Background: an optimization exercise with open tools, aiming at small area. Do not read the settings as production practice.
Where RTL was checked, it was by simulation tests only, not by an equivalence proof against the original.
Power and IR drop assume default switching activity.

## the reference run
## top_module
module top_module(
    input clk,
    input rst,
    input[23:0] sw,
    input[4:0] bt,
    input[3:0] row,
    output[3:0] col,
    output reg[7:0] seg_out,
    output reg[7:0] seg_en,
    output reg[23:0] led,
    output reg buzzer
);
wire [15:0] ke;
key_scanner ks(clk, rst, row, col, ke);
wire right_e, left_e, up_e, down_e;
button_jitter b0(clk, rst, bt[0], right_e);
button_jitter b1(clk, rst, bt[1], left_e);
button_jitter b2(clk, rst, bt[2], up_e);
button_jitter b4(clk, rst, bt[4], down_e);
reg [4:0] glo;
reg [5:0] ghi;
always @(posedge clk) begin
    if (rst) begin
        glo <= 5'd0;
        ghi <= 6'd0;
    end else begin
        glo <= glo + 5'd1;
        if (&glo) ghi <= (ghi == 6'd9) ? 6'd0 : {ghi[4:0], ~(ghi[5] ^ ghi[4])};
    end
end
wire seg_tick = glo == 5'd24;
wire ms_edge = glo[3:0] == 4'd9;
wire ms100_edge = (ghi == 6'd48) && (glo == 5'd25);
reg [2:0] view;
wire v0 = view == 3'd0;
wire v1 = view == 3'd1;
wire v2 = view == 3'd2;
wire v3 = view == 3'd3;
wire v4 = view == 3'd4;
reg [2:0] winner;
always @(posedge clk) begin
    if (rst || (v1 && ke[15]) || (v2 && ke[15]))
  ...
For scale: ~80 I/O pins, roughly 32000 sq um of cells after synthesis.
export LEC_CHECK = 0
export ABC_AREA = 1
export CAP_MARGIN = 20
export CORE_MARGIN = 2
export CORE_UTILIZATION = 75
export CTS_CLUSTER_DIAMETER = 80
export CTS_CLUSTER_SIZE = 28
export PLACE_DENSITY = 0.88
export SLEW_MARGIN = 20
create_clock -name core_clock -period 90.0 [get_ports {clk}]
run.sh (not shown) runs the stock make flow with config.mk's settings and CLKGATE_MAP_FILE= SYNTH_SCRIPT=/design/flow/synth_recipe.tcl, a recipe that flattens the netlist after the stock synthesis.
Here is what was changed in the inputs of the trial run compared with the reference run.
diff --git a/flow/config.mk b/flow/config.mk
--- a/flow/config.mk
+++ b/flow/config.mk
@@ -11,2 +11,2 @@
-export CORE_UTILIZATION = 75
-export CTS_CLUSTER_DIAMETER = 80
+export CORE_UTILIZATION = 65
+export CTS_CLUSTER_DIAMETER = 100
@@ -14 +14 @@
-export PLACE_DENSITY = 0.88
+export PLACE_DENSITY = 0.75
Notes after the runs:
Comparing the reference run against the trial run, there is no change at all in combined area of all synthesized cells.
Between the reference run and the trial run, the clock network power share is lower for the trial run.
On period utilization, the reference run and the trial run are basically level.
Number of rows created at floorplan up 5 in the trial run wrt the reference run
[compare] base=the reference run new=the trial run: power dropped 4.3%, number of global-route vias before repair shows an increase of 295.
The reference run and the trial run ended up with roughly the same register-to-register setup slack.
No run of this note included a check of the RTL's function; only the layout flow was run.


== the previous run ==
top_module, a different RTL version from the one above (not shown whole).
Size in the first run: about 4300 cells after synthesis, ~670 flip-flops, about 80 I/O pins, about 33000 um2 of cells after synthesis.
Settings: LEC_CHECK=0, ABC_AREA=1, CAP_MARGIN=20, CORE_MARGIN=2, CORE_UTILIZATION=60, PLACE_DENSITY=0.75, SLEW_MARGIN=20; clock period 90.0 ns.
## Diff of input files: the current run against the previous run
- putting CTS_BUF_LIST at sky130_fd_sc_hd__clkbuf_8 where nothing was set
- swapping 60 for 75 in CORE_UTILIZATION
- putting CTS_CLUSTER_SIZE at 20 where nothing was set
- swapping 0.75 for 0.85 in PLACE_DENSITY
Notes after the runs:
The worst hold slack of the current run is lower than that of the previous run.
Against the previous run as the reference, the current run delivers a lower row count.
Changes observed in the current run relative to the previous run: worst-skew pair later-pin latency has increased; post-place setup slack has increased; via count has increased.
[the current run] routed length on met2 rose about 7% relative to the previous run
Compared with the previous run, the current run shows a lower signed area change from the synthesized netlist to the final layout.
The combinational share of power in the current run sits 0.7 points above the value recorded for the previous run.
Function was not checked in any run of this note: the RTL went through the layout flow alone.


top_module, a different RTL version from the one above (not shown whole).
Size: roughly 3900 cells after synthesis, roughly 80 I/O pins, ~31000 sq um of cells after synthesis.
Settings: LEC_CHECK=0, ABC_AREA=1, CAP_MARGIN=20, CORE_MARGIN=2, CORE_UTILIZATION=65, CTS_CLUSTER_DIAMETER=150, CTS_CLUSTER_SIZE=28, PLACE_DENSITY=0.75, SLEW_MARGIN=20; clock period 90.0 ns.
Edit:
==> flow/flow/run.sh (new file) <==
#!/bin/bash
# The standard layout (the standard.sh: its synthesis, floorplan, placement,
# CTS and routing), except that the port buffers use the smallest buffer cell
# instead of the one buffer_ports picks. Each tool's output is in orfs/logs/;
# standard.sh's own output goes to standard.log.
set -e
export BUFFER_PORTS_ARGS="-buffer_cell sky130_fd_sc_hd__buf_1"
bash standard.sh > standard.log 2>&1
==> flow/standard.sh (new file) <==
#!/bin/bash
# synth_recipe.tcl (not shown) runs the flow's synth.tcl, then flattens the netlist and writes it again
# the make line also repeats each setting of config.mk as NAME=value (left out here)
make -C /OpenROAD-flow-scripts/flow DESIGN_CONFIG=/design/flow/config.mk WORK_HOME=/design/flow/orfs CLKGATE_MAP_FILE= SYNTH_SCRIPT=/design/flow/synth_recipe.tcl "${@:-finish}"
--- a/flow/config.mk
+++ b/flow/config.mk
@@ -11,3 +11,3 @@
 export CORE_UTILIZATION = 65
-export CTS_CLUSTER_DIAMETER = 150
+export CTS_CLUSTER_DIAMETER = 100
 export CTS_CLUSTER_SIZE = 28
removed: flow/run.sh
What happened: Sequential power stays flat. Design area shrinks by 0.39%. Via count is about the same.
Edit:
==> flow/run.sh (new file) <==
#!/bin/bash
# synth_recipe.tcl (not shown) runs the flow's synth.tcl, then flattens the netlist and writes it again
# the make line also repeats each setting of config.mk as NAME=value (left out here)
make -C /OpenROAD-flow-scripts/flow DESIGN_CONFIG=/design/flow/config.mk WORK_HOME=/design/flow/orfs CLKGATE_MAP_FILE= SYNTH_SCRIPT=/design/flow/synth_recipe.tcl finish
removed: flow/flow/run.sh
removed: flow/standard.sh
Combinational power climbs by about 2%.
Clock skew climbs by 12 ps.
Global-route usage climbs by 0.69 points.
Power barely changes.
Wire length climbs by 2.6%.
Utilization climbs by 0.44 points.
Final area climbs by about 0.6%.
Via count climbs by about 0.7%.
Worst setup slack loses 500 ps.

-- what the ideal ports hide --
The results above use ideal ports. As a check the final layouts listed here were re-extracted and re-timed, cells and wires unchanged. Step 1: set_driving_cell puts a clkbuf_16 on clk and a buf_2 on each other input, an assumption about the parent block. Step 2 adds t to the input delays and takes it off the output delays; t is the mean of the earliest and latest rising clock arrival at the registers after step 1. Input paths then give back, and output paths get back, about the clock's delay inside the block. a / b / c = no drivers / after step 1 / after step 2; a / b = the first two.
run	t, ns	setup slack, ns	worst setup path at the end	clock arrival spread, ns	worst slew at a driven data input, ns
the reference run	0.655	69.000 / 68.939 / 69.260	input to register	0.019 / 0.019	0.04
the trial run	0.677	68.941 / 68.880 / 69.122	input to register	0.027 / 0.028	0.05
the previous run	0.670	68.923 / 68.861 / 69.144	input to register	0.031 / 0.030	0.04
the current run	0.749	68.756 / 68.700 / 69.169	input to register	0.030 / 0.030	0.04
the first run of note 3	0.669	68.766 / 68.705 / 69.374	register to output	0.038 / 0.038	0.04
the second run of note 3	0.676	69.277 / 69.216 / 69.337	input to register	0.023 / 0.023	0.04
the third run of note 3	0.679	68.777 / 68.712 / 69.391	register to output	0.032 / 0.032	0.04
After both steps setup and hold are still met in every run listed.
